From an optimization exercise on the open Yosys and OpenROAD flow, aimed at small area; shortcuts taken in it are not production practice. At most, simulation tests tie the RTL to the original design; equivalence was not proved. For runs 4 and 5, only the layout was checked, not whether the RTL still works. Power is estimated from default activity; no workload was simulated.

==> flow/design.v, too long to show whole: its modules and the start of the top module <==
// module fa_cell: 6 lines
// module ha_cell: 6 lines
// module bsel: 5 lines
// module bpp_n: 5 lines
// module bpp_p: 5 lines
// module mul16: 740 lines
// module dpg_e: 6 lines
// module dpg_o: 6 lines
// module dcy_e: 5 lines
// module dcy_o: 5 lines
// module dx_e: 5 lines
// module dx_o: 5 lines
// module dsel_e: 5 lines
// module dsum_e: 5 lines
// module dsum_o: 5 lines
// module qfix: 5 lines
// module dabs16: 14 lines
// module dzero: 12 lines
// module dq_e: 5 lines
// module dq_o: 5 lines
// module dsel_e2: 5 lines
// module dsel_o2: 5 lines
// module dneg16: 15 lines
// module dmux: 5 lines
// module dsel_o: 5 lines
// module div16: 556 lines
// module addsub16: 13 lines
// module ALU: 9 lines
// module alu16: 33 lines
module alu16(clk, rst, a, b, ctrl, res, R15);
  // ...
==> flow/flow/run.sh <==
#!/bin/bash
cp standard.sh standard_sh_copy.txt
export BUFFER_PORTS_ARGS="-buffer_cell sky130_fd_sc_hd__buf_1"
bash standard.sh > standard.log 2>&1
==> flow/standard.sh <==
#!/bin/bash
# synth_recipe.tcl (not shown) runs the flow's synth.tcl, then flattens the netlist and writes it again
# the make line also repeats each setting of config.mk as NAME=value (left out here)
make -C /OpenROAD-flow-scripts/flow DESIGN_CONFIG=/design/flow/config.mk WORK_HOME=/design/flow/orfs CLKGATE_MAP_FILE= SYNTH_SCRIPT=/design/flow/synth_recipe.tcl "${@:-finish}"
==> flow/config.mk <==
export PLATFORM = sky130hd
export DESIGN_NAME = alu16
export DESIGN_NICKNAME = alu16
export VERILOG_FILES = /design/flow/design.v
export SDC_FILE = /design/flow/constraint.sdc
export NUM_CORES = 4
export LEC_CHECK = 0
export CAP_MARGIN = 20
export CORE_MARGIN = 2
export CORE_UTILIZATION = 40
export CTS_BUF_LIST = sky130_fd_sc_hd__clkbuf_8
export GPL_ROUTABILITY_DRIVEN = 0
export SETUP_SLACK_MARGIN = -1.0
export SLEW_MARGIN = 20
export SYNTH_HIERARCHICAL = 1
export SYNTH_MINIMUM_KEEP_SIZE = 0
==> flow/constraint.sdc <==
create_clock -name core_clock -period 40.0 [get_ports {clk}]
set_input_delay 8.0000 -clock core_clock [delete_from_list [all_inputs] [get_ports {clk}]]
set_output_delay 8.0000 -clock core_clock [all_outputs]
set_load 0.01 [all_outputs]
==> results.yml, run 1 <==
job:
  drv.max_cap_violation_count: 0
hold_path:
  hold_path_startpoint: "R15[11]"
pwr:
  seq_cell_power_uw: 57.1
  sequentialPowerShare_pct: 5.0
  clock_power_share_pct: 3.0
  total_power_uw: 1140
  power.ir.vdd_worst_mv: 0.138
  power_top_consumer: "combinational cells"
clock_tree:
  clk_pin_slew_ns: 0.09
  clock_tree.root_cell: "sky130_fd_sc_hd__clkbuf_8"
  post_cts_setup_buffer_count: 0
drt:
  top_layer_used: "met4"
  initialDrtViolationCount: 1066
  wl_met1_mm: 18.9
global_route:
  grt_use_met2_pct: 41.1
placement:
  post-place-cells: 2290
  postPlaceCellArea_um2: 15000
layout:
  syn2layout_area_growth_pct: 11.7
  post_route_cells_drive_above_1_share_pct: 14.0
  multi_input_area_share_pct: 83.5
setup_path:
  r2r_slack_ns: 39.17
  timing.critical_path.fanout_max: 28
sta:
  worst_slew_pin_slew_ns: 1.02
  final_setup_violating_endpoints: 0
  fmax_mhz: 25.8
  hold-worst-slack_ns: 0.495
logic_synthesis:
  synth_adder_area_share_pct: 22.8
  synthDominantAreaCellType: "sky130_fd_sc_hd__fa_1"
  post_synth_instance_area_um2: 13900
  synth-simple-area-share_pct: 17.0
  synth_top_area_share_pct: 19.5
die:
  nWellTaps: 455
  initial_util_pct: 40.4
outcome:
  outcome: "no timing/DRC/antenna violations"
==> inputs of run 2 (changes only) <==
--- a/flow/config.mk
+++ b/flow/config.mk
@@ -9,7 +9,6 @@
 export CORE_MARGIN = 2
 export CORE_UTILIZATION = 40
 export CTS_BUF_LIST = sky130_fd_sc_hd__clkbuf_8
-export GPL_ROUTABILITY_DRIVEN = 0
 export SETUP_SLACK_MARGIN = -1.0
 export SLEW_MARGIN = 20
 export SYNTH_HIERARCHICAL = 1
==> results.yml, run 2 <==
sta:
  fin_crit_ns: 38.72
  final_setup_violating_endpoints: 0
  fmax_mhz: 25.8
  skew_ns: 0
  worst_slew_pin_slew_ns: 1.02
  slew-limit-headroom_pct: 31.4
  hold_fails_final_rpt: 0
  drv_slew: 0
  final.period_utilization_pct: 96.8
drt:
  detailroute.wirelength.met2_mm: 20.9
  initialDrtViolationCount: 1066
  routed-wl-met3_mm: 2.36
  final_antenna_net_count: 0
  wl_met1_mm: 18.9
  totalWireLength_mm: 43.2
  top_layer_used: "met4"
  drt_pre_antenna_iters: 6
  drcViolationCount: 0
  via_count: 12900
  routedWlPerCell_um: 18.8
  avgViaCountPerCell: 5.60
placement:
  place_congestion: 0.871
  detailed_place_hpwl_mm: 32.8
  postPlaceCellArea_um2: 15000
  placement.io_buffers: 69
layout:
  final_cell_mix: "sky130_fd_sc_hd__nand2_1 (278), sky130_fd_sc_hd__xor2_1 (250), sky130_fd_sc_hd__xnor2_1 (195)"
  stdcell_area_um2: 15500
  layout.cells.most_common: "sky130_fd_sc_hd__nand2_1"
  syn2layout_area_growth_pct: 11.7
  design.final.nets: 2042
  post_route_cells_drive_above_1_share_pct: 14.0
  reg.largest.list: "R15: 16 flops, res: 16 flops"
  utilization_pct: 45.1
setup_path:
  worst-r2r-cell-count: 2
  critical_path.max_stage_delay_ns: 0.61
  critPathCaptureType: "register"
  r2r-end: "res[1]"
  worst-setup-path-type: "in2reg"
  cp_launch_type: "input pin"
  critPathArrivalTime_ns: 38.90
  cpLargestDelayFamily: "compound AO/OA/AOI/OAI gates"
  timing.critical_path.fanout_max: 28
  r2r_slack_ns: 39.17
  timing.critical_path.buf_inv: 8
  worst_path_max_delay_cell: "sky130_fd_sc_hd__or4_4"
  cp_data_required_time_ns: 40.18
  critical_register_to_register_path_startpoint: "res[1]"
  crit_path_top_cell_by_count: "sky130_fd_sc_hd__a21oi_2"
global_route:
  globalRouteOverflowTotal: 0
  grt_antenna_before_repair: 1
  grt_pass1_wl_mm: 69.0
  grt_start_max_net_pins: 55
  track_usage_pct: 24.0
  grt_pass1_vias: 12600
die:
  die_width_um: 190
  floorplan.core_area_um2: 34400
  die-area_um2: 36200
  design.portCount: 70
  floorplan.rows: 68
  initial_util_pct: 40.4
  floorplan.die.height_um: 190
logic_synthesis:
  synth_cells: 1752
  avgSynthCellArea_um2: 7.92
  synthDominantAreaCellType: "sky130_fd_sc_hd__fa_1"
  synth-async-reset-ratio_pct: 100
  synth-seq-area-share_pct: 5.77
  synth.ff_latch_count: 32
  yosys_warnings: 7
  synth_enable_flop_cells: 0
  yosys.cell_types.count: 61
  synth_common_cells: "sky130_fd_sc_hd__nand2_1 (278), sky130_fd_sc_hd__xor2_1 (263), sky130_fd_sc_hd__xnor2_1 (203), sky130_fd_sc_hd__o22ai_1 (169), sky130_fd_sc_hd__nor2_1 (147)"
  synth.area.top_cells: "sky130_fd_sc_hd__fa_1 (19%), sky130_fd_sc_hd__xor2_1 (17%), sky130_fd_sc_hd__xnor2_1 (13%)"
  synth_top_area_share_pct: 19.5
  yosys.cell_count.top_type: "sky130_fd_sc_hd__nand2_1"
  synth_top_flop_cell: "sky130_fd_sc_hd__dfrtp_1"
  post_synth_instance_area_um2: 13900
pwr:
  total_power_uw: 1140
  powerDensity_nw_per_um2: 73.5
  cell_leakage_power_uw: 0.00572
  power.ir.vdd_worst_mv: 0.138
job:
  drv.max_cap_violation_count: 0
hold_path:
  worstHoldPathType: "reg2reg"
  hold-path-cell-count: 2
  hold_path_startpoint: "R15[11]"
  holdPathEnd: "R15[11]"
clock_tree:
  clock_tree_from_tritoncts: "done"
  clock_tree.root_cell: "sky130_fd_sc_hd__clkbuf_8"
  clk_sink_count: 32
  cts.path.max_buffers: 2
  cts_inserted_buffers: 5
  cts-htree-levels: 2
  ctsHoldBuffers: 0
  clk_latency_worst_skew_pair_ns: 0.30
  clk_pin_slew_ns: 0.09
outcome:
  outcome: "no timing/DRC/antenna violations"
## run 2: cell counts after synthesis
Identical to the previous run, type by type.
## run 2: cell families (layout without fill, tap and decap cells)
kind of cell | Yosys count | after routing | synth area share, %
mux | 16 | 16 | 1.15
compound gates | 396 | 396 | 18.9
fa+ha+maj | 175 | 175 | 22.8
flops | 32 | 32 | 5.77
other cells | 4 | 14 | 0.108
buf+inv | 124 | 209 | 4.82
simple gates | 539 | 539 | 17.0
xor+xnor | 466 | 466 | 29.4
## run 2: per-layer routing
| metal | vias up | global-route usage, % |
|---|---|---|
| met4 | 0 | 6.74 |
| met1 | 6284 | 32.5 |
| met3 | 64 | 1.64 |
| li1 | 6106 | - |
| met2 | 447 | 41.1 |
| met5 | - | 0 |
## run 2: how the worst max path moves through the flow
stage,startpoint,endpoint,slack [ns],cells after the start
floorplan,b[15],R15[15],-0.89,164
global placement,b[12],R15[14],0.59,169
detailed placement,b[12],R15[14],-0.52,167
CTS,b[12],R15[14],-0.24,167
global route,b[12],R15[15],-1.12,173
finish,a[3],R15[15],1.28,171
## run 2: repair_timing
action | in CTS | in global routing
setup buffers | 0 | 3
gates resized for setup | 0 | 75
endpoints found under the setup margin | 0 | 32
## run 2: layout make-up
class / count / area (µm²)
multi-input cells: 1605 / 12900
repair buffers: 143 / 853
clock buffers: 5 / 68.8
fillers: 3464 / 18900
inverters: 58 / 218
clock inverters: 3 / 42.5
diodes: 1 / 2.50
flip-flops and latches: 32 / 801
well taps: 455 / 569
## run 2: worst register-to-register path: cells and delay by family, from the launching register on
kind	cells	cell delay, ns
compound gates	1	0.12
simple gates	1	0.19
flops	1	0.45
## run 2: power by group
group | internal (µW) | switching, µW | leakage, µW | total (µW)
clock network | 18.5 | 15.2 | 0.0000541 | 33.7
registers | 46.4 | 10.7 | 0.000379 | 57.1
logic | 448 | 600 | 0.00528 | 1050
## run 2: through the flow
step / setup WS (ns) / hold WS (ns) / TNS, ns / cells
after floorplan: -0.894 / 0.510 / -6.71 / 1761
after global placement: 0.593 / 0.468 / 0 / 2290
after detailed placement: -0.525 / 0.474 / -4.40 / 2290
after CTS: -0.242 / 0.494 / -1.38 / 2298
after global routing: -1.12 / 0.522 / -13.83 / 2302
final: 1.28 / 0.495 / 0 / 2302
## run 2: modules after synthesis, one instance, submodules excluded, excerpt
| module | times used | cells | flops+latches |
|---|---|---|---|
| alu16 | 1 | 200 | 32 |
| dcy_e | 49 | 1 | 0 |
| dpg_e | 56 | 2 | 0 |
| dq_e | 7 | 1 | 0 |
| dq_o | 8 | 1 | 0 |
| dzero | 1 | 63 | 0 |
| fa_cell | 135 | 1 | 0 |
| ha_cell | 24 | 1 | 0 |
==> inputs of run 3 (changes only) <==
==> flow/flow/run.sh (replaced) <==
#!/bin/bash
cp standard.sh standard_sh_copy.txt
export BUFFER_PORTS_ARGS="-buffer_cell sky130_fd_sc_hd__buf_1"
export SKIP_GATE_CLONING=1
bash standard.sh > standard.log 2>&1
==> results.yml, run 3 <==
outcome:
  outcome: "no timing/DRC/antenna violations"
layout:
  utilization_pct: 45.1
  layout.cells.most_common: "sky130_fd_sc_hd__nand2_1"
  fillCellCount: 3464
  reg.largest.list: "R15: 16 flops, res: 16 flops"
  layoutNonFillerInstCount: 2302
  multi_input_comb_area_um2: 12900
  final-seq-area_um2: 801
  post_route_cells_drive_above_1_share_pct: 14.0
  final_cell_mix: "sky130_fd_sc_hd__nand2_1 (278), sky130_fd_sc_hd__xor2_1 (250), sky130_fd_sc_hd__xnor2_1 (195)"
  stdcell_area_um2: 15500
  design.final.nets: 2042
  syn2layout_area_growth_pct: 11.7
die:
  floorplan.rows: 68
  initial_util_pct: 40.4
  die-area_um2: 36200
  floorplan.die.height_um: 190
  floorplan.core_area_um2: 34400
  die_width_um: 190
  design.portCount: 70
clock_tree:
  clk_latency_worst_skew_pair_ns: 0.30
  clock_tree_from_tritoncts: "done"
  cts.path.max_buffers: 2
  ctsHoldBuffers: 0
  clk_sink_count: 32
  cts-htree-levels: 2
  cts_inserted_buffers: 5
  clock_tree.root_cell: "sky130_fd_sc_hd__clkbuf_8"
  clk_pin_slew_ns: 0.09
drt:
  avgViaCountPerCell: 5.60
  drcViolationCount: 0
  final_antenna_net_count: 0
  totalWireLength_mm: 43.2
  initialDrtViolationCount: 1066
  drt_pre_antenna_iters: 6
  routedWlPerCell_um: 18.8
  via_count: 12900
logic_synthesis:
  synthDominantAreaCellType: "sky130_fd_sc_hd__fa_1"
  synth_common_cells: "sky130_fd_sc_hd__nand2_1 (278), sky130_fd_sc_hd__xor2_1 (263), sky130_fd_sc_hd__xnor2_1 (203), sky130_fd_sc_hd__o22ai_1 (169), sky130_fd_sc_hd__nor2_1 (147)"
  main_combinational_cell_family_by_area_after_synthesis: "XOR/XNOR gates"
  post_synth_instance_area_um2: 13900
  synth_top_area_share_pct: 19.5
  synth-simple-area-share_pct: 17.0
  synth.area.top_cells: "sky130_fd_sc_hd__fa_1 (19%), sky130_fd_sc_hd__xor2_1 (17%), sky130_fd_sc_hd__xnor2_1 (13%)"
  yosys_warnings: 7
  synth-async-reset-ratio_pct: 100
  synth-seq-area-share_pct: 5.77
  synth_cells: 1752
  synth_mux_area_share_pct: 1.15
  yosys.cell_count.top_type: "sky130_fd_sc_hd__nand2_1"
  synth_top_flop_cell: "sky130_fd_sc_hd__dfrtp_1"
  synth_xor_area_share_pct: 29.4
  synth_enable_flop_cells: 0
  avgSynthCellArea_um2: 7.92
  synth.ff_latch_count: 32
  synth_compound_area_share_pct: 18.9
  yosys.cell_types.count: 61
  synth_adder_area_share_pct: 22.8
sta:
  skew_ns: 0
  fmax_mhz: 25.8
  drv_slew: 0
  worst_slew_pin_slew_ns: 1.02
  final.period_utilization_pct: 96.8
  hold_fails_final_rpt: 0
  final_setup_violating_endpoints: 0
  fin_crit_ns: 38.72
  setup_slack_ns: 1.28
  slew-limit-headroom_pct: 31.4
hold_path:
  hold-path-cell-count: 2
  worstHoldPathType: "reg2reg"
setup_path:
  critPathCaptureType: "register"
  worst-r2r-cell-count: 2
  critPathArrivalTime_ns: 38.90
  cp_data_required_time_ns: 40.18
  timing.critical_path.fanout_max: 28
  cp_launch_type: "input pin"
  worst-setup-path-type: "in2reg"
  critical_path.max_stage_delay_ns: 0.61
  crit_path_top_cell_by_count: "sky130_fd_sc_hd__a21oi_2"
  worst_path_max_delay_cell: "sky130_fd_sc_hd__or4_4"
pwr:
  cell_leakage_power_uw: 0.00572
  clock_power_share_pct: 3.0
  comb_power_share_pct: 92.0
  power.ir.vdd_worst_mv: 0.138
  power_report.internal_total_uw: 513
  total_switching_power_uw: 626
  swShare_pct: 55.0
  powerDensity_nw_per_um2: 73.5
  sequentialPowerShare_pct: 5.0
placement:
  dp_slack_ns: -0.525
  detailed_place_hpwl_mm: 32.8
  place_congestion: 0.871
  postPlaceCellArea_um2: 15000
  placement.io_buffers: 69
  post-place-cells: 2290
global_route:
  grt_pass1_wl_mm: 69.0
  grt_start_max_net_pins: 55
  globalRouteOverflowTotal: 0
  grt_pass1_vias: 12600
  grt_antenna_before_repair: 1
  track_usage_pct: 24.0
job:
  drv.max_cap_violation_count: 0
[run 3: layout make-up]
cell class	instances	area share (%)
inverters	58	1.40
well taps	455	3.67
multi-input cells	1605	83.5
repair buffers	143	5.51
clock inverters	3	0.275
flip-flops and latches	32	5.17
clock buffers	5	0.444
diodes	1	0.0161
[run 3: worst paths after layout]
kind / start / endpoint / slack (ns)
max: a[3] / R15[15] / 1.28
min: R15[11] / R15[11] / 0.49
max reg2reg: res[1] / res[1] / 39.17
min reg2reg: R15[11] / R15[11] / 0.49
max in group asynchronous: rst / res[5] / 31.60
min in group asynchronous: rst / R15[13] / 7.80
[run 3: per-stage QoR]
stage	hold WS, ns	TNS [ns]	total power [µW]
floorplan	0.510	-6.71	943
global placement	0.468	0	1070
detailed placement	0.474	-4.40	1070
CTS	0.494	-1.38	1110
global route	0.522	-13.83	1250
finish	0.495	0	1140
[run 3: routing by layer]
metal | global-route usage (%) | wire length, µm
met1 | 32.5 | 18900
met2 | 41.1 | 20900
met3 | 1.64 | 2360
met4 | 6.74 | 975
met5 | 0 | 0
[run 3: power groups by stage]
| stage | Clock, µW | Combinational, µW | Sequential (µW) |
|---|---|---|---|
| floorplan | 0 | 883 | 59.9 |
| global placement | 0 | 1010 | 57.5 |
| detailed placement | 0 | 1020 | 57.8 |
| CTS | 34.3 | 1020 | 57.1 |
| global route | 34.9 | 1160 | 58.2 |
| finish | 33.7 | 1050 | 57.1 |
[run 3: logic make-up after synthesis]
kind of cell               Yosys count
xor gates and xnor gates           466
DFF                                 32
adders and majority gates          175
AOI/OAI and AO/OA                  396
buffers and inverters              124
muxes                               16
other                                4
and+or+nand+nor                    539
[run 3: Yosys stat by module, one instance, submodules excluded, excerpt]
module	cells	copies in the design	flops+latches
alu16	200	1	32
bpp_p	1	120	0
bsel	1	136	0
dcy_e	1	49	0
div16	110	1	0
dmux	1	16	0
dpg_e	2	56	0
dq_e	1	7	0
dq_o	1	8	0
dsel_e2	3	56	0
dsel_o2	3	64	0
dzero	63	1	0
fa_cell	1	135	0
[run 3: worst max-delay path, delay by kind of cell]
kind	cells	cell delay [ns]
muxes	10	3.01
AOI/OAI and AO/OA	119	20.61
and+or+nand+nor	27	4.21
xor gates and xnor gates	7	1.38
buffers and inverters	8	1.65
[run 3: repair_timing]
| item | CTS | global route |
|---|---|---|
| gates resized for setup | 0 | 75 |
| setup buffers | 0 | 3 |
| hold endpoints to repair | 0 | 0 |
| endpoints found under the setup margin | 0 | 32 |
==> module alu16, before the edit <==
module alu16(clk, rst, a, b, ctrl, res, R15);
	input clk, rst;
	input [15:0] a, b;
	input [3:0] ctrl;
	output reg [15:0] res;
	output reg [15:0] R15;
	wire [15:0] sum, quo, rem;
	wire [31:0] prod;
	reg [15:0] res_d, R15_d;
	ALU u_alu(.a(a), .b(b), .ctrl(ctrl), .sum(sum), .prod(prod), .quo(quo), .rem(rem));
	always @(*) begin
		res_d = res;
		R15_d = R15;
		case (ctrl)
			4'd0, 4'd1: res_d = sum;
			4'd2: {R15_d, res_d} = prod;
			4'd3: begin res_d = quo; R15_d = rem; end
			4'd4: res_d = a & b;
			4'd5: res_d = a | b;
			default: ;
		endcase
	end
	always @(posedge clk, negedge rst) begin
		if (~rst) begin
			res <= 16'h0000;
			R15 <= 16'h0000;
		end
		else begin
			res <= res_d;
			R15 <= R15_d;
		end
	end
endmodule
==> inputs of run 4 (changes only) <==
--- a/flow/design.v
+++ b/flow/design.v
@@ -1466,6 +1466,17 @@
 	div16 u_div (.a(a), .b(b), .quo(quo), .rem(rem));
 	addsub16 u_add (.a(a), .b(b), .sub(ctrl[0]), .y(sum));
 endmodule
+module osel_r (s_as, s_mul, s_div, s_lg, s_hold, c0, sum, p, quo, a, b, res, y);
+	input s_as, s_mul, s_div, s_lg, s_hold, c0, sum, p, quo, a, b, res;
+	output y;
+	wire lg = (a & b) | (c0 & (a | b));
+	assign y = (s_as & sum) | (s_mul & p) | (s_div & quo) | (s_lg & lg) | (s_hold & res);
+endmodule
+module osel_h (s_mul, s_div, s_hold, p, rem, r15, y);
+	input s_mul, s_div, s_hold, p, rem, r15;
+	output y;
+	assign y = (s_mul & p) | (s_div & rem) | (s_hold & r15);
+endmodule
 module alu16(clk, rst, a, b, ctrl, res, R15);
 	input clk, rst;
 	input [15:0] a, b;
@@ -1474,20 +1485,24 @@
 	output reg [15:0] R15;
 	wire [15:0] sum, quo, rem;
 	wire [31:0] prod;
-	reg [15:0] res_d, R15_d;
+	wire [15:0] res_d, R15_d;
 	ALU u_alu(.a(a), .b(b), .ctrl(ctrl), .sum(sum), .prod(prod), .quo(quo), .rem(rem));
-	always @(*) begin
-		res_d = res;
-		R15_d = R15;
-		case (ctrl)
-			4'd0, 4'd1: res_d = sum;
-			4'd2: {R15_d, res_d} = prod;
-			4'd3: begin res_d = quo; R15_d = rem; end
-			4'd4: res_d = a & b;
-			4'd5: res_d = a | b;
-			default: ;
-		endcase
-	end
+	wire s_as = ctrl[3:1] == 3'b000;
+	wire s_mul = ctrl == 4'd2;
+	wire s_div = ctrl == 4'd3;
+	wire s_lg = ctrl[3:1] == 3'b010;
+	wire s_hold = ~(s_as | s_mul | s_div | s_lg);
+	wire s_hold_h = ~(s_mul | s_div);
+	genvar g;
+	generate
+		for (g = 0; g < 16; g = g + 1) begin : o
+			osel_r ur (.s_as(s_as), .s_mul(s_mul), .s_div(s_div), .s_lg(s_lg), .s_hold(s_hold),
+				.c0(ctrl[0]), .sum(sum[g]), .p(prod[g]), .quo(quo[g]), .a(a[g]), .b(b[g]),
+				.res(res[g]), .y(res_d[g]));
+			osel_h uh (.s_mul(s_mul), .s_div(s_div), .s_hold(s_hold_h), .p(prod[g+16]),
+				.rem(rem[g]), .r15(R15[g]), .y(R15_d[g]));
+		end
+	endgenerate
 	always @(posedge clk, negedge rst) begin
 		if (~rst) begin
 			res <= 16'h0000;
==> flow/flow/run.sh (replaced) <==
#!/bin/bash
cp standard.sh standard_sh_copy.txt
export BUFFER_PORTS_ARGS="-buffer_cell sky130_fd_sc_hd__buf_1"
bash standard.sh > standard.log 2>&1
--- a/flow/config.mk
+++ b/flow/config.mk
@@ -8,7 +8,6 @@
 export CAP_MARGIN = 20
 export CORE_MARGIN = 2
 export CORE_UTILIZATION = 40
-export CTS_BUF_LIST = sky130_fd_sc_hd__clkbuf_8
 export SETUP_SLACK_MARGIN = -1.0
 export SLEW_MARGIN = 20
 export SYNTH_HIERARCHICAL = 1
==> results.yml, run 4 <==
logic_synthesis:
  synth_enable_flop_cells: 0
  synth-seq-area-share_pct: 5.83
  synth_top_flop_cell: "sky130_fd_sc_hd__dfrtp_1"
  yosys.cell_types.count: 61
  synth.ff_latch_count: 32
  synth_common_cells: "sky130_fd_sc_hd__xor2_1 (263), sky130_fd_sc_hd__nand2_1 (261), sky130_fd_sc_hd__xnor2_1 (203), sky130_fd_sc_hd__o22ai_1 (137), sky130_fd_sc_hd__fa_1 (135)"
  yosys_warnings: 7
  post_synth_instance_area_um2: 13700
  synth_cells: 1686
  synth_top_area_share_pct: 19.7
  synth.area.top_cells: "sky130_fd_sc_hd__fa_1 (20%), sky130_fd_sc_hd__xor2_1 (17%), sky130_fd_sc_hd__xnor2_1 (13%)"
  synthDominantAreaCellType: "sky130_fd_sc_hd__fa_1"
  avgSynthCellArea_um2: 8.14
  synth-async-reset-ratio_pct: 100
  yosys.cell_count.top_type: "sky130_fd_sc_hd__xor2_1"
drt:
  totalWireLength_mm: 45.8
  drt_pre_antenna_iters: 6
  routedWlPerCell_um: 20.1
  via_count: 13000
  drcViolationCount: 0
  initialDrtViolationCount: 1239
  final_antenna_net_count: 0
  avgViaCountPerCell: 5.72
layout:
  post_route_cells_drive_above_1_share_pct: 16.6
  final_cell_mix: "sky130_fd_sc_hd__nand2_1 (261), sky130_fd_sc_hd__xor2_1 (243), sky130_fd_sc_hd__xnor2_1 (195)"
  multi_input_comb_area_um2: 12900
  utilization_pct: 46.7
  syn2layout_area_growth_pct: 14.5
  reg.largest.list: "R15: 16 flops, res: 16 flops"
  final-seq-area_um2: 801
  fillCellCount: 3340
  layout.cells.most_common: "sky130_fd_sc_hd__nand2_1"
  design.final.nets: 2020
hold_path:
  worstHoldPathType: "reg2reg"
pwr:
  total_switching_power_uw: 568
  sequentialPowerShare_pct: 5.4
  comb_power_share_pct: 90.7
  power.ir.vdd_worst_mv: 0.152
  clock_power_share_pct: 3.9
  power_report.internal_total_uw: 480
  swShare_pct: 54.2
  powerDensity_nw_per_um2: 66.7
  total_power_uw: 1050
  cell_leakage_power_uw: 0.00613
sta:
  hold_fails_final_rpt: 0
  slew-limit-headroom_pct: 24.0
  drv_slew: 0
  final_setup_violating_endpoints: 0
  hold-worst-slack_ns: 0.512
  fmax_mhz: 25.7
  final.period_utilization_pct: 97.3
  skew_ns: 0
  worst_slew_pin_slew_ns: 1.13
  tns_ns: 0
  fin_crit_ns: 38.91
global_route:
  track_usage_pct: 25.3
  grt_pass1_vias: 12300
  globalRouteOverflowTotal: 0
  grt_antenna_before_repair: 2
  grt_pass1_wl_mm: 71.1
  grt_start_max_net_pins: 44
setup_path:
  crit_path_top_cell_by_count: "sky130_fd_sc_hd__a21oi_2"
  worst_path_max_delay_cell: "sky130_fd_sc_hd__or4_4"
  critPathArrivalTime_ns: 39.09
  worst-setup-path-type: "in2reg"
  cp_launch_type: "input pin"
  cp_data_required_time_ns: 40.18
  critical_path.max_stage_delay_ns: 0.60
  timing.critical_path.fanout_max: 19
  critPathCaptureType: "register"
die:
  initial_util_pct: 40.7
  floorplan.rows: 67
  floorplan.die.height_um: 189
  die-area_um2: 35800
  floorplan.core_area_um2: 33700
  die_width_um: 189
  design.portCount: 70
job:
  drv.max_cap_violation_count: 0
placement:
  place_congestion: 0.912
  placement.io_buffers: 69
  detailed_place_hpwl_mm: 34.1
clock_tree:
  cts-htree-levels: 2
  clk_latency_worst_skew_pair_ns: 0.30
  clk_sink_count: 32
  cts_inserted_buffers: 5
  ctsHoldBuffers: 0
  clock_tree_from_tritoncts: "done"
  cts.path.max_buffers: 2
  clock_tree.root_cell: "sky130_fd_sc_hd__clkbuf_16"
  clk_pin_slew_ns: 0.06
outcome:
  outcome: "no timing/DRC/antenna violations"
==> run 4: cell type report <==
type / instances / share of cell area (%)
Inverter: 74 / 1.77
Clock buffer: 8 / 0.931
Sequential cell: 32 / 5.09
Antenna cell: 2 / 0.0318
Multi-Input combinational cell: 1541 / 82.0
Timing Repair Buffer: 169 / 6.64
Tap cell: 448 / 3.56
==> run 4: what timing repair did <==
item | in CTS | in global routing
setup endpoints to repair | 0 | 32
setup buffers | 0 | 20
gates resized for setup | 0 | 74
==> run 4: power groups by stage <==
stage	Combinational, µW	Clock [µW]	Sequential (µW)
2_1_floorplan	832	0	60.2
3_3_place_gp	923	0	56.5
3_5_place_dp	933	0	56.4
4_1_cts	942	41.5	56.1
5_1_grt	1050	43.5	57.7
6_report	951	40.9	56.4
==> run 4: logic make-up (layout without fill, tap and decap cells) <==
| group | after synthesis | after routing | share of synthesized area, % |
|---|---|---|---|
| AOI/OAI and AO/OA | 396 | 396 | 20.5 |
| xor gates and xnor gates | 466 | 466 | 29.7 |
| adders and majority gates | 175 | 175 | 23.2 |
| buffers and inverters | 122 | 251 | 4.55 |
| DFF | 32 | 32 | 5.83 |
| muxes | 16 | 16 | 1.17 |
| other | 4 | 15 | 0.109 |
| and+or+nand+nor | 475 | 475 | 15.0 |
==> run 4: per-stage QoR <==
stage | worst slack (ns) | area (µm²) | cells
floorplan | -0.928 | 13800 | 1695
global placement | 0.343 | 15000 | 2246
detailed placement | -0.691 | 15000 | 2246
CTS | -0.472 | 15200 | 2254
global route | -1.34 | 15700 | 2272
finish | 1.09 | 15700 | 2274
==> run 4: routing by layer <==
metal / global-route usage (%) / vias up / wire (µm)
met3: 4.80 / 63 / 3810
met5: 0 / - / 0
met2: 38.3 / 564 / 20300
met4: 6.83 / 0 / 1180
met1: 36.7 / 6365 / 20600
li1: - / 6018 / -
==> run 4: path summary, 6_finish.rpt <==
check                         from  endpoint  slack, ns  cells past startpoint
setup / recovery              a[8]   R15[15]       1.09                    174
hold / removal              R15[6]    R15[6]       0.51                      2
setup reg to reg           R15[15]   R15[15]      39.08                      2
hold reg to reg             R15[6]    R15[6]       0.51                      2
max in group asynchronous      rst    res[6]      31.53                      1
min in group asynchronous      rst    R15[6]       7.84                      1
==> run 4: worst max-delay path, delay by kind of cell <==
kind            cells  cell delay [ns]
simple gates       29             4.40
compound gates    115            20.15
xor+xnor            9             1.69
buf+inv            13             2.33
mux                 8             2.45
==> run 4: Yosys stat by module (local to each module, per instance), excerpt <==
module,flip-flops and latches,times used,area (µm²)
osel_r,0,16,37.5
dcy_o,0,56,5.00
bsel,0,136,6.26
bpp_n,0,8,8.76
bpp_p,0,120,8.76
mul16,0,1,576
dq_e,0,7,10.0
dmux,0,16,10.0
dsel_e2,0,56,21.3
dq_o,0,8,12.5
==> inputs of run 5 (changes only) <==
--- a/flow/config.mk
+++ b/flow/config.mk
@@ -8,6 +8,7 @@
 export CAP_MARGIN = 20
 export CORE_MARGIN = 2
 export CORE_UTILIZATION = 40
+export CTS_BUF_LIST = sky130_fd_sc_hd__clkbuf_8
 export SETUP_SLACK_MARGIN = -1.0
 export SLEW_MARGIN = 20
 export SYNTH_HIERARCHICAL = 1
==> results.yml, run 5 <==
outcome:
  outcome: "no timing/DRC/antenna violations"
layout:
  utilization_pct: 46.5
  post_route_cells_drive_above_1_share_pct: 16.6
  final_cell_mix: "sky130_fd_sc_hd__nand2_1 (261), sky130_fd_sc_hd__xor2_1 (243), sky130_fd_sc_hd__xnor2_1 (195)"
  layout.cells.most_common: "sky130_fd_sc_hd__nand2_1"
  syn2layout_area_growth_pct: 14.1
  design.final.nets: 2020
  stdcell_area_um2: 15700
  fillCellCount: 3349
  reg.largest.list: "R15: 16 flops, res: 16 flops"
setup_path:
  timing.critical_path.fanout_max: 19
  critPathCaptureType: "register"
  worst-setup-path-type: "in2reg"
  cp_data_required_time_ns: 40.22
  critPathArrivalTime_ns: 39.10
  crit_path_top_cell_by_count: "sky130_fd_sc_hd__a21oi_2"
  worst_path_max_delay_cell: "sky130_fd_sc_hd__or4_4"
  critical_path.max_stage_delay_ns: 0.60
  cp_launch_type: "input pin"
clock_tree:
  clk_sink_count: 32
  cts.path.max_buffers: 2
  cts-htree-levels: 2
  clock_tree.root_cell: "sky130_fd_sc_hd__clkbuf_8"
  clock_tree_from_tritoncts: "done"
  clk_pin_slew_ns: 0.07
  clk_latency_worst_skew_pair_ns: 0.33
  cts_inserted_buffers: 5
  ctsHoldBuffers: 0
logic_synthesis:
  synth_enable_flop_cells: 0
  synth_top_area_share_pct: 19.7
  synth.area.top_cells: "sky130_fd_sc_hd__fa_1 (20%), sky130_fd_sc_hd__xor2_1 (17%), sky130_fd_sc_hd__xnor2_1 (13%)"
  yosys_warnings: 7
  synth_common_cells: "sky130_fd_sc_hd__xor2_1 (263), sky130_fd_sc_hd__nand2_1 (261), sky130_fd_sc_hd__xnor2_1 (203), sky130_fd_sc_hd__o22ai_1 (137), sky130_fd_sc_hd__fa_1 (135)"
  synth-seq-area-share_pct: 5.83
  avgSynthCellArea_um2: 8.14
  synth.ff_latch_count: 32
  yosys.cell_types.count: 61
  synth_cells: 1686
  post_synth_instance_area_um2: 13700
  synthDominantAreaCellType: "sky130_fd_sc_hd__fa_1"
  yosys.cell_count.top_type: "sky130_fd_sc_hd__xor2_1"
  synth-async-reset-ratio_pct: 100
  synth_top_flop_cell: "sky130_fd_sc_hd__dfrtp_1"
pwr:
  cell_leakage_power_uw: 0.00611
  powerDensity_nw_per_um2: 65.8
  power.ir.vdd_worst_mv: 0.155
  total_power_uw: 1030
drt:
  top_layer_used: "met4"
  routedWlPerCell_um: 20.1
  detailroute.wirelength.met2_mm: 20.3
  routed-wl-met3_mm: 3.80
  via_count: 13000
  final_antenna_net_count: 0
  wl_met1_mm: 20.5
  drcViolationCount: 0
  initialDrtViolationCount: 1280
  drt_pre_antenna_iters: 6
  avgViaCountPerCell: 5.73
  totalWireLength_mm: 45.7
global_route:
  grt_antenna_before_repair: 1
  globalRouteOverflowTotal: 0
  track_usage_pct: 25.3
  grt_pass1_vias: 12300
  grt_start_max_net_pins: 44
  grt_pass1_wl_mm: 70.9
sta:
  worst_slew_pin_slew_ns: 1.11
  slew-limit-headroom_pct: 25.5
  skew_ns: 0
  hold_fails_final_rpt: 0
  final_setup_violating_endpoints: 0
  final.period_utilization_pct: 97.2
  drv_slew: 0
  fmax_mhz: 25.7
  fin_crit_ns: 38.88
die:
  floorplan.rows: 67
  die-area_um2: 35800
  initial_util_pct: 40.7
  design.portCount: 70
  floorplan.core_area_um2: 33700
  floorplan.die.height_um: 189
  die_width_um: 189
placement:
  detailed_place_hpwl_mm: 34.1
  placement.io_buffers: 69
  place_congestion: 0.912
  postPlaceCellArea_um2: 15000
job:
  drv.max_cap_violation_count: 0
hold_path:
  worstHoldPathType: "reg2reg"
==> run 5: cell counts after synthesis <==
No cell type changed its count.
==> run 5: layout make-up <==
| class | count | area [µm²] | share of cell area (%) |
|---|---|---|---|
| multi-input combinational | 1541 | 12900 | 82.3 |
| sequential | 32 | 801 | 5.11 |
| antenna | 1 | 2.50 | 0.0160 |
| inverter | 74 | 278 | 1.77 |
| tap | 448 | 561 | 3.58 |
| timing repair buffer | 169 | 1040 | 6.66 |
| clock buffer | 6 | 82.6 | 0.527 |
| clock inverter | 2 | 7.51 | 0.0479 |
==> run 5: power breakdown <==
group          internal (µW)  switching [µW]  total (µW)
Sequential              46.4            9.77        56.2
Clock                   13.6            15.3        28.9
Combinational            407             538         946
==> run 5: path summary, 6_finish.rpt <==
kind / slack (ns) / to / start / cells past startpoint
max in group asynchronous: 31.59 / res[3] / rst / 1
worst min-delay path: 0.52 / R15[6] / R15[6] / 2
worst min register to register: 0.52 / R15[6] / R15[6] / 2
min in group asynchronous: 7.79 / R15[6] / rst / 1
worst max register to register: 39.07 / res[7] / res[7] / 2
worst max-delay path: 1.12 / R15[15] / a[8] / 173
==> run 5: cells by family after synthesis <==
kind of cell / after synthesis / synth area share [%]
compound gates: 396 / 20.5
xor+xnor: 466 / 29.7
fa+ha+maj: 175 / 23.2
buf+inv: 122 / 4.55
flops: 32 / 5.83
mux: 16 / 1.17
other cells: 4 / 0.109
simple gates: 475 / 15.0
==> run 5: critical path, delay by kind of cell <==
kind,cells,cell delay (ns)
compound gates,117,20.56
simple gates,28,4.31
mux,9,2.74
buf+inv,11,2.06
xor+xnor,8,1.38
==> run 5: Yosys stat by module (local to each module, per instance), a selection <==
module / times used / flops+latches
alu16: 1 / 32
osel_h: 16 / 0
dcy_o: 56 / 0
bsel: 136 / 0
dcy_e: 49 / 0
dmux: 16 / 0
osel_r: 16 / 0
dq_e: 7 / 0
dabs16: 1 / 0
addsub16: 1 / 0
dzero: 1 / 0
bpp_p: 120 / 0
mul16: 1 / 0
ha_cell: 24 / 0
dsel_e2: 56 / 0
==> run 5: metal layers <==
| layer | track usage, % | vias up |
|---|---|---|
| met5 | 0 | - |
| met4 | 6.83 | 0 |
| met3 | 4.50 | 55 |
| met2 | 38.2 | 592 |
| met1 | 36.9 | 6370 |
| li1 | - | 6015 |
==> run 5: timing repair <==
| item | in CTS | in global routing |
|---|---|---|
| gates resized for setup | 0 | 73 |
| endpoints found under the setup margin | 0 | 32 |
| buffers inserted | 0 | 20 |
==> run 5: stage by stage <==
stage	hold slack, ns	worst slack [ns]	instances	TNS, ns
5_1_grt	0.546	-1.34	2272	-21.32
2_1_floorplan	0.541	-0.928	1695	-7.26
4_1_cts	0.519	-0.426	2254	-2.94
6_report	0.517	1.12	2273	0
3_5_place_dp	0.500	-0.691	2246	-5.99
3_3_place_gp	0.495	0.343	2246	0

[port drivers added, routing unchanged]
The flow's constraints put no driver on any port. The routed layouts listed below were extracted and timed again, unchanged, in two steps.
Step 1, drivers: a clkbuf_16 drives clk and a buf_2 each remaining input, both assumed.
Step 2, shift: input delay + t, output delay - t, t = (earliest + latest rising clock arrival at the registers) / 2. This alone moves slack from input paths to output paths.
Slacks: no drivers / after step 1 / after step 2; pairs: no drivers / after step 1.
run	t, ns	slack for setup (ns)	hold WS [ns]	pins driven straight from the clock port
run 1	0.343	1.276 / 1.289 / 0.946	0.495 / 0.495 / 0.495	1
run 2	0.343	1.276 / 1.289 / 0.946	0.495 / 0.495 / 0.495	1
run 3	0.343	1.276 / 1.289 / 0.946	0.495 / 0.495 / 0.495	1
run 4	0.346	1.089 / 1.113 / 0.768	0.512 / 0.512 / 0.512	1
run 5	0.372	1.117 / 1.121 / 0.749	0.517 / 0.517 / 0.517	1
After both steps setup and hold are still met in every run listed. The setup slack of run 5, which loses most, moves by +0.004 ns with the drivers and by -0.368 ns with both steps.
